This is an optimization exercise on Yosys and OpenROAD, whose aim is small area and a short achievable clock period, not a production implementation. At most, simulation tests tie the RTL to the original design; equivalence was not proved. Power and IR drop assume default switching activity.

== P ==
## alu_stage
module alu_stage (
    input   logic           clk,
    input   logic [4:0]     op,
    input   logic [31:0]    a,
    input   logic [31:0]    b,
    output  logic [31:0]    y
);
For scale: ~1,100 cells after synthesis, roughly 100 I/O pins, ~9000 sq um of cells after synthesis.
make LEC_CHECK=0 CAP_MARGIN=20 CORE_MARGIN=2 CORE_UTILIZATION=40 SLEW_MARGIN=20 finish   # period 5.0 ns
run.sh (not shown) runs the stock make flow with config.mk's settings and CLKGATE_MAP_FILE= SYNTH_SCRIPT=/design/flow/synth_recipe.tcl, a recipe that flattens the netlist after the stock synthesis.
P completed end to end with timing, DRC and antenna clean.
> inputs changed (P -> Q)
Settings: an added SETUP_SLACK_MARGIN of 2.5; an added TNS_END_PERCENT of 100.
==> comparison <==
- Across both runs, number of non-filler instances in the completed layout was higher for Q than for P.
- Against P, time the worst path needs with I/O delays and setup in Q came out better.
- P vs Q, start point of the critical path: op[2] vs op[1]
- The later-pin clock latency in the skew report of P and that of Q are within noise of each other.
- Setup slack in Q is larger than in P.
- Layout overhead on the synthesized area: higher on Q
- Per the comparison of Q with P, total routing usage reported by global routing about even, iteration count of the initial detailed-routing pass moved down, worst endpoint required time about even.
No functional check of the RTL was part of any run of this note.

---

alu_stage, a different RTL version from the one above (not shown whole).
For scale: roughly 1,600 cells after synthesis, roughly 100 I/O pins.
export LEC_CHECK = 0
export ABC_AREA = 1
export CAP_MARGIN = 20
export CORE_MARGIN = 2
export CORE_UTILIZATION = 40
export SETUP_SLACK_MARGIN = 3.2
export SLEW_MARGIN = 20
export SYNTH_HIERARCHICAL = 1
export TNS_END_PERCENT = 100
create_clock -name core_clock -period 5.0 [get_ports {clk}]
standard.sh (not shown) runs the stock make flow with config.mk's settings and CLKGATE_MAP_FILE= SYNTH_SCRIPT=/design/flow/synth_recipe.tcl, a recipe that flattens the netlist after the stock synthesis.
==> flow/flow/run.sh <==
#!/bin/bash
# Standard layout, with plain buffers (instead of the delay cells that
# buffer_ports picks by default) on the input and output ports.
set -euo pipefail
bash standard.sh BUFFER_PORTS_ARGS="-buffer_cell sky130_fd_sc_hd__buf_2" finish > standard_make.log 2>&1
The baseline passed the timing, DRC and antenna checks.
Next try:
- CORE_UTILIZATION: 40 -> 65
- SETUP_SLACK_MARGIN: 3.2 -> 3.0
- The changed run finished clean
- worst hold slack degrades by 0.011 ns
- maximum frequency is lower by 4.9%
- setup slack degrades by 0.10 ns
- clock skew is higher by 0.0036 ns

---

Another version of the RTL of alu_stage (not shown whole).
Size in the first run: roughly 1,700 cells after synthesis, ~100 flip-flops, about 100 I/O pins.
clock: 5.0 ns
lec_check: 0
abc_area: 1
cap_margin: 20
core_margin: 2
core_utilization: 40
setup_slack_margin: 3.0
slew_margin: 20
tns_end_percent: 100
run.sh (not shown) runs the stock make flow with config.mk's settings and CLKGATE_MAP_FILE= SYNTH_SCRIPT=/design/flow/synth_recipe.tcl, a recipe that flattens the netlist after the stock synthesis.
Stock flow here: none of the scripts above is used.
Then changed:
SETUP_SLACK_MARGIN = 3.3   (was 3.0)
=> Worst hold slack gets worse by 0.016 ns; combinational power came out higher by about 35%; total power came out higher by 14%; via count came out higher by about 7%; wire length came out higher by about 13%; clock power came out higher by about 2%; count of clock-buffer cells in the layout came out higher by 1; sequential share of layout area came out lower by 2.4 points; die area stays the same; synthesized cell count does not change.
Then changed:
ABC_AREA = not set   (was 1)
SETUP_SLACK_MARGIN = 2.5   (was 3.3)
After rerunning: The changed run finished with timing, DRC and antenna clean. Fmax shrinks by 23%. Via count fell by 33%. Total power shrinks by 8.6%. Setup slack is worse by 0.58 ns. Cell area falls by 30%. Final cell count falls by 35%. Worst hold slack is worse by 0.092 ns. Clock skew went down by 0.0052 ns. Sequential power hardly moves. Register-to-register slack loses 0.73 ns. Count of clock-buffer cells in the layout fell by 1.
Function was not checked in any run of this note: the RTL went through the layout flow alone.

---

== run 1 ==
alu_stage, a different RTL version from the one above (not shown whole).
For scale: roughly 1200 cells after synthesis, ~100 flip-flops, roughly 100 I/O pins, about 0.0076 mm2 of cells after synthesis.
==> flow/design.v (excerpt) <==
module alu_stage (
    input   logic           clk,
    input   logic [4:0]     op,
    input   logic [31:0]    a,
    input   logic [31:0]    b,
    output  logic [31:0]    y
);
    logic [31:0] p_d, g_d, p_q, g_q;
    logic [3:0]  sel_d, sel_q;
    logic [31:0] result;
    ALU_pre u_pre (
        .op_i  (op),
        .a_i   (a),
        .b_i   (b),
        .p_o   (p_d),
        .g_o   (g_d),
        .sel_o (sel_d)
    );
    always_ff @(posedge clk) begin
        p_q   <= p_d;
        g_q   <= g_d;
        sel_q <= sel_d;
        y     <= result;
    end
    ALU u_alu (
        .p_i      (p_q),
        .g_i      (g_q),
        .sel_i    (sel_q),
        .result_o (result)
    );
endmodule
export LEC_CHECK = 0
export ABC_AREA = 1
export CAP_MARGIN = 20
export CORE_MARGIN = 2
export CORE_UTILIZATION = 40
export PLACE_DENSITY = 0.75
export SETUP_SLACK_MARGIN = 3.0
export SLEW_MARGIN = 20
export TNS_END_PERCENT = 100
create_clock -name core_clock -period 5.0 [get_ports {clk}]
standard.sh (not shown) runs the stock make flow with config.mk's settings and CLKGATE_MAP_FILE= SYNTH_SCRIPT=/design/flow/synth_recipe.tcl, a recipe that flattens the netlist after the stock synthesis.
Scripts as last shown in full above: flow/flow/run.sh
Both conditions hold for run 1: the flow ran to the end and the final layout passed the timing, DRC and antenna checks.
#### Input delta (run 2 over run 1)
# run 1
export LEC_CHECK = 0
export ABC_AREA = 1
export CAP_MARGIN = 20
export CORE_MARGIN = 2
export CORE_UTILIZATION = 40
export PLACE_DENSITY = 0.75
export SETUP_SLACK_MARGIN = 3.0
export SLEW_MARGIN = 20
export TNS_END_PERCENT = 100
create_clock -name core_clock -period 5.0 [get_ports {clk}]
# run 2
export LEC_CHECK = 0
export ABC_AREA = 1
export CAP_MARGIN = 20
export CORE_MARGIN = 2
export CORE_UTILIZATION = 40
export SETUP_SLACK_MARGIN = 3.0
export SLEW_MARGIN = 20
export TNS_END_PERCENT = 100
create_clock -name core_clock -period 5.0 [get_ports {clk}]
Findings:
Path length in cells of the critical path: run 2 vs run 1 down 1. Relative to run 1, met2 usage in global routing has increased by 3.1 points in run 2. On signed area change from the synthesized netlist to the final layout: run 2 sits above run 1. Measured against each other, run 2 and run 1 differ in share of total power in the clock network, the lower figure coming from run 1. Compared with run 1, placement density in the core of run 2 is higher. The total detailed-routing wirelength of run 2 was inferior to that of run 1. Run 2 leaves more setup margin than run 1. Side by side, switching fraction of total power turned out lower in run 2 than in run 1. The estimated power of run 2 ends up higher than the estimate for run 1.
Modified inputs, run 3 compared to run 2
# run 2
export LEC_CHECK = 0
export ABC_AREA = 1
export CAP_MARGIN = 20
export CORE_MARGIN = 2
export CORE_UTILIZATION = 40
export SETUP_SLACK_MARGIN = 3.0
export SLEW_MARGIN = 20
export TNS_END_PERCENT = 100
create_clock -name core_clock -period 5.0 [get_ports {clk}]
# run 3
export LEC_CHECK = 0
export ABC_AREA = 1
export CAP_MARGIN = 20
export CORE_MARGIN = 2
export CORE_UTILIZATION = 40
export SETUP_SLACK_MARGIN = 2.9
export SLEW_MARGIN = 20
export TNS_END_PERCENT = 100
create_clock -name core_clock -period 5.0 [get_ports {clk}]
Notes after the runs:
Run 3 ended up with a higher time the worst path needs with I/O delays and setup than run 2 did. Going from run 2 to run 3, number of clock-tree buffers in the layout has decreased, met1 usage has decreased, cell area has decreased, first-iteration DRC count has decreased. Diff run 2 -> run 3: final worst slack decreased by 0.10 ns relative to the old numbers, non-clock buffer instance count of the final layout dropped 9. Global router's overall resource usage of run 2 is on par with run 3.
--- input diff run 3..run 4 ---
# run 3
export LEC_CHECK = 0
export ABC_AREA = 1
export CAP_MARGIN = 20
export CORE_MARGIN = 2
export CORE_UTILIZATION = 40
export SETUP_SLACK_MARGIN = 2.9
export SLEW_MARGIN = 20
export TNS_END_PERCENT = 100
create_clock -name core_clock -period 5.0 [get_ports {clk}]
# run 4
export LEC_CHECK = 0
export ABC_AREA = 1
export CAP_MARGIN = 0
export CORE_MARGIN = 2
export CORE_UTILIZATION = 40
export SETUP_SLACK_MARGIN = 3.0
export SLEW_MARGIN = 0
export TNS_END_PERCENT = 100
create_clock -name core_clock -period 5.0 [get_ports {clk}]
Findings:
Changes observed in run 4 relative to run 3: clock-pin slew on the worst setup and hold paths was more or less identical, via count of the first global-routing pass +70. Run 4 finished every step from synthesis to the final layout, and the layout passed the timing, DRC and antenna checks. Share of the final layout cell area in sequential cells (run 4 over run 3): decrease, 0.87 points. Comparing run 4 and run 3, power is higher on run 3. From run 3 to run 4 the numbers moved as follows: post-route minimum period has decreased; via count shows an increase of 1.5%; estimated wirelength of the detail-placed design held; total number of cells along the worst setup path moved up.

re-timing with driven ports:
The results above use ideal ports. As a check the final layouts listed here were re-extracted and re-timed, cells and wires unchanged. Step 1 sets driving cells, clkbuf_16 on the clock port and buf_2 on the other inputs (assumed; they add their load-dependent delay and slew). Step 2 moves the port delays by t, midway between the first and last clock arrival at a register: inputs arrive t later, outputs are due t later. That takes back most of the time a late clock gives input paths. a / b / c = ideal / step 1 / step 2; a / b = the first two.
| run | t, ns | setup slack, ns | hold WS [ns] | slew at the worst register clock pin (ns) | cell pins on the clock port's net |
|---|---|---|---|---|---|
| P | 0.385 | 0.894 / 0.912 / 0.527 | 0.448 / 0.448 / 0.448 | 0.07 / 0.07 | 1 |
| Q | 0.380 | 1.637 / 1.647 / 1.267 | 0.447 / 0.447 / 0.447 | 0.07 / 0.07 | 1 |
| the first run of note 2 | 0.401 | 3.069 / 3.051 / 2.651 | 0.498 / 0.498 / 0.498 | 0.08 / 0.08 | 1 |
| the second run of note 2 | 0.408 | 2.968 / 2.977 / 2.569 | 0.487 / 0.487 / 0.487 | 0.08 / 0.08 | 1 |
| the first run of note 3 | 0.410 | 3.019 / 2.998 / 2.631 | 0.661 / 0.661 / 0.661 | 0.08 / 0.08 | 1 |
| the second run of note 3 | 0.417 | 3.059 / 3.063 / 2.646 | 0.645 / 0.645 / 0.645 | 0.08 / 0.08 | 1 |
| the third run of note 3 | 0.404 | 2.479 / 2.479 / 2.102 | 0.553 / 0.553 / 0.553 | 0.08 / 0.08 | 1 |
| run 1 | 0.412 | 2.953 / 2.980 / 2.568 | 0.635 / 0.635 / 0.635 | 0.08 / 0.08 | 1 |
| run 2 | 0.403 | 3.025 / 3.036 / 2.633 | 0.614 / 0.614 / 0.614 | 0.08 / 0.08 | 1 |
| run 3 | 0.397 | 2.924 / 2.941 / 2.545 | 0.630 / 0.630 / 0.630 | 0.07 / 0.07 | 1 |
| run 4 | 0.404 | 3.026 / 3.039 / 2.634 | 0.626 / 0.626 / 0.626 | 0.08 / 0.08 | 1 |
After both steps every run listed still meets setup and hold. For the first run of note 2, which loses most, drivers alone change the setup slack by -0.018 ns; drivers and shift together by -0.418 ns.
